Background: an optimization exercise with open tools, aiming at small area. Do not read the settings as production practice. RTL that was checked went through simulation tests only; none was proved equivalent to the original. The clock input has no modelled driver; a real chip could not lean on it and would need a root buffer or a full tree.

## rev 12
==> flow/design.v (excerpt) <==
module Lab1Top(clk, sw, ledr, ledg, seg7_out);
  input         clk;
  input  [17:0] sw;
  output [17:0] ledr;
  output [8:0]  ledg;
  output [39:0] seg7_out;
  reg [14:0] s1, s2;
  always @(posedge clk) begin
    s1 <= {sw[17:6], sw[2:0]};
    s2 <= s1;
  end
  wire [5:0] a = s2[14:9];
  wire [5:0] b = s2[8:3];
  wire show = s2[2];
  wire [1:0] op = s2[1:0];
  wire n1 = b[0] ^ 1'b0;
  wire n2 = (b[1] & ~b[0] & ~1'b0) | (~b[1] & b[0] & 1'b0);
  wire n3 = ((n1 & a[0]) | (n2 & 1'b0)) ^ b[1];
  wire n4 = ((n1 & a[1]) | (n2 & a[0])) ^ b[1];
  wire n5 = ((n1 & a[2]) | (n2 & a[1])) ^ b[1];
  wire n6 = ((n1 & a[3]) | (n2 & a[2])) ^ b[1];
  wire n7 = ((n1 & a[4]) | (n2 & a[3])) ^ b[1];
  wire n8 = ((n1 & a[5]) | (n2 & a[4])) ^ b[1];
  wire n9 = ((n1 & a[5]) | (n2 & a[5])) ^ b[1];
  wire n10 = ~n9;
  wire n11 = b[2] ^ b[1];
  wire n12 = (b[3] & ~b[2] & ~b[1]) | (~b[3] & b[2] & b[1]);
  wire n13 = ((n11 & a[0]) | (n12 & 1'b0)) ^ b[3];
  ...
export LEC_CHECK = 0
export CAP_MARGIN = 20
export CORE_MARGIN = 2
export CORE_UTILIZATION = 40
export SLEW_MARGIN = 20
create_clock -name core_clock -period 18.0 [get_ports {clk}]
standard.sh (not shown) runs the stock make flow with config.mk's settings and CLKGATE_MAP_FILE= SYNTH_SCRIPT=/design/flow/synth_recipe.tcl, a recipe that flattens the netlist after the stock synthesis.
==> flow/flow/run.sh <==
#!/bin/bash
# The standard ORFS layout (standard.sh) with these changes to how the
# layout is made:
# - synthesis runs the standard synthesis script, but Yosys's abc step uses
#   the area-oriented ABC script flow/area.abc, and half and full adders are left to
#   abc (the ha and fa cells are added to DONT_USE_CELLS);
# - port buffers are buf_1 cells;
# - the clock tree is one level of clock buffers, one per group of nearby
#   registers
#   (flow/pre_cts.tcl, run before the CTS step, which it then skips);
# - constant outputs share the synthesized tie cells.
# make's output goes to make_flow.log here; each step's log is in orfs/logs/.
set -euo pipefail
W=$PWD
sed "s#@ABC@#$W/flow/area.abc#; s#@FLOW_SYNTH@#$W/synth_recipe.tcl#" flow/synth.tcl.in > my_synth.tcl
sed "s#SYNTH_SCRIPT=[^ ]*#SYNTH_SCRIPT=$W/my_synth.tcl#" standard.sh > my_standard.sh
grep -q "SYNTH_SCRIPT=$W/my_synth.tcl" my_standard.sh
PLATFORM_DONT_USE=$(make -s -C "$FLOW_HOME" DESIGN_CONFIG="$W/config.mk" print-DONT_USE_CELLS | sed -n 's/^DONT_USE_CELLS: *//p')
echo "$PLATFORM_DONT_USE" | grep -q probe_p_8
export BUFFER_PORTS_ARGS="-buffer_cell sky130_fd_sc_hd__buf_1"
export PRE_CTS_TCL=$W/flow/pre_cts.tcl
export CLOCK_BUFFER_CELL=${CLOCK_BUFFER_CELL:-sky130_fd_sc_hd__clkbuf_8}
export CLOCK_CLUSTERS=${CLOCK_CLUSTERS:-3}
export SKIP_REPAIR_TIE_FANOUT=1
bash my_standard.sh "DONT_USE_CELLS=$PLATFORM_DONT_USE sky130_fd_sc_hd__ha_1 sky130_fd_sc_hd__ha_2 sky130_fd_sc_hd__ha_4 sky130_fd_sc_hd__fa_1 sky130_fd_sc_hd__fa_2 sky130_fd_sc_hd__fa_4" finish > make_flow.log 2>&1
Other scripts of this flow, unchanged in this note and not shown: flow/flow/area.abc, flow/flow/pre_cts.tcl, flow/flow/synth.tcl.in
Input changes introduced in rev 13 (baseline for comparison: rev 12):
--- a/flow/design.v
+++ b/flow/design.v
@@ -1,22 +1,19 @@
 module Lab1Top(clk, sw, ledr, ledg, seg7_out);
   input         clk;
   input  [17:0] sw;
   output [17:0] ledr;
   output [8:0]  ledg;
   output [39:0] seg7_out;
-  reg [14:0] s1, s2;
-  always @(posedge clk) begin
-    s1 <= {sw[17:6], sw[2:0]};
-    s2 <= s1;
-  end
-  wire [5:0] a = s2[14:9];
-  wire [5:0] b = s2[8:3];
-  wire show = s2[2];
-  wire [1:0] op = s2[1:0];
+  reg [14:0] s1;
+  always @(posedge clk) s1 <= {sw[17:6], sw[2:0]};
+  wire [5:0] a = s1[14:9];
+  wire [5:0] b = s1[8:3];
+  wire show = s1[2];
+  wire [1:0] op = s1[1:0];
   wire n1 = b[0] ^ 1'b0;
   wire n2 = (b[1] & ~b[0] & ~1'b0) | (~b[1] & b[0] & 1'b0);
   wire n3 = ((n1 & a[0]) | (n2 & 1'b0)) ^ b[1];
   wire n4 = ((n1 & a[1]) | (n2 & a[0])) ^ b[1];
   wire n5 = ((n1 & a[2]) | (n2 & a[1])) ^ b[1];
   wire n6 = ((n1 & a[3]) | (n2 & a[2])) ^ b[1];
   wire n7 = ((n1 & a[4]) | (n2 & a[3])) ^ b[1];
@@ -171,36 +168,35 @@
   wire n155 = n149 ? n148 : n128;
   wire [4:0] q = {n88, n96, n108, n124, n149};
   wire [4:0] r = {n155, n154, n153, n152, n151};
   wire [5:0] s = {n150, n148, n146, n144, n142, n140};
   wire bs = b[5] ^ (op[0] & (|b[4:0]));
   wire ovf = ~op[1] & ~(a[5] ^ bs) & (s[5] ^ a[5]);
   wire [11:0] c = op[1] ? (op[0] ? {1'b0, r, 1'b0, q} : p) : {6'd0, s};
+  wire [10:0] v = op[1] ? c[10:0] : {{5{s[5]}}, s};
   wire neg = op[1] ? (~op[0] & p[11]) : s[5];
-  reg [10:0] mp;
-  reg [5:0] ms;
-  reg nzp, nzs;
+  reg [10:0] m;
+  reg nz;
   integer i;
   always @(*) begin
-    nzp = 1'b0;
-    nzs = 1'b0;
+    nz = 1'b0;
     for (i = 0; i < 11; i = i + 1) begin
-      mp[i] = p[i] ^ (p[11] & nzp);
-      nzp = nzp | p[i];
-    end
-    for (i = 0; i < 6; i = i + 1) begin
-      ms[i] = s[i] ^ (s[5] & nzs);
-      nzs = nzs | s[i];
+      m[i] = v[i] ^ (neg & nz);
+      nz = nz | v[i];
     end
   end
-  wire [10:0] m = op[1] ? (op[0] ? {r, 1'b0, q} : mp) : {5'd0, ms};
-  wire [11:0] ledr_q = show ? c : {a, b};
-  wire ovf_q = ovf;
-  wire neg_q = neg;
-  wire [10:0] m_q = m;
+  reg [11:0] ledr_q;
+  reg ovf_q, neg_q;
+  reg [10:0] m_q;
+  always @(posedge clk) begin
+    ledr_q <= show ? c : {a, b};
+    ovf_q <= ovf;
+    neg_q <= neg;
+    m_q <= m;
+  end
   function [3:0] dd;
     input [3:0] d;
     reg c;
     begin
       c = d[3] | (d[2] & d[1]) | (d[2] & d[0]);
       dd[3] = c;
       dd[0] = d[0] ^ c;
--- outcome ---
- Comparing critical path depth for rev 12 and rev 13, the smaller number came from rev 13.
- Rev 13 against rev 12; multi-input gate area in the final layout is down by a few percent.
- Final standard cell utilization of the core in rev 13 is 1.3 points below rev 12.
- From rev 12 to rev 13 the numbers moved as follows: die area went up; global-route usage went down.
- Rev 12 has higher wire length than rev 13.
Function not checked in rev 12: the RTL went through the layout flow alone. No run of this note takes its clock network from TritonCTS; it comes from the design's own scripts or RTL.

==> static timing again, ports no longer ideal <==
No port has a modelled driver above. Below, the same layouts with a new extraction and two added sets of constraints.
Step 1 (the two cells are an assumption about what drives the block):
set clk [get_ports {clk}]
set_driving_cell -lib_cell sky130_fd_sc_hd__clkbuf_16 $clk
set_driving_cell -lib_cell sky130_fd_sc_hd__buf_2 [delete_from_list [all_inputs] $clk]
Step 2, shift: input delay + t, output delay - t, t = (earliest + latest rising clock arrival at the registers) / 2. This alone moves slack from input paths to output paths.
Slacks: no drivers / after step 1 / after step 2; pairs: no drivers / after step 1.
run	shift t [ns]	slack for setup (ns)	hold slack, ns	worst setup path at the end	worst slew at a driven data input, ns
rev 12	0.168	1.425 / 1.383 / 1.551	0.327 / 0.327 / 0.327	register to output	0.03
rev 13	0.192	6.837 / 6.788 / 6.980	0.585 / 0.585 / 0.585	register to output	0.04
After both steps every run listed still meets setup and hold.
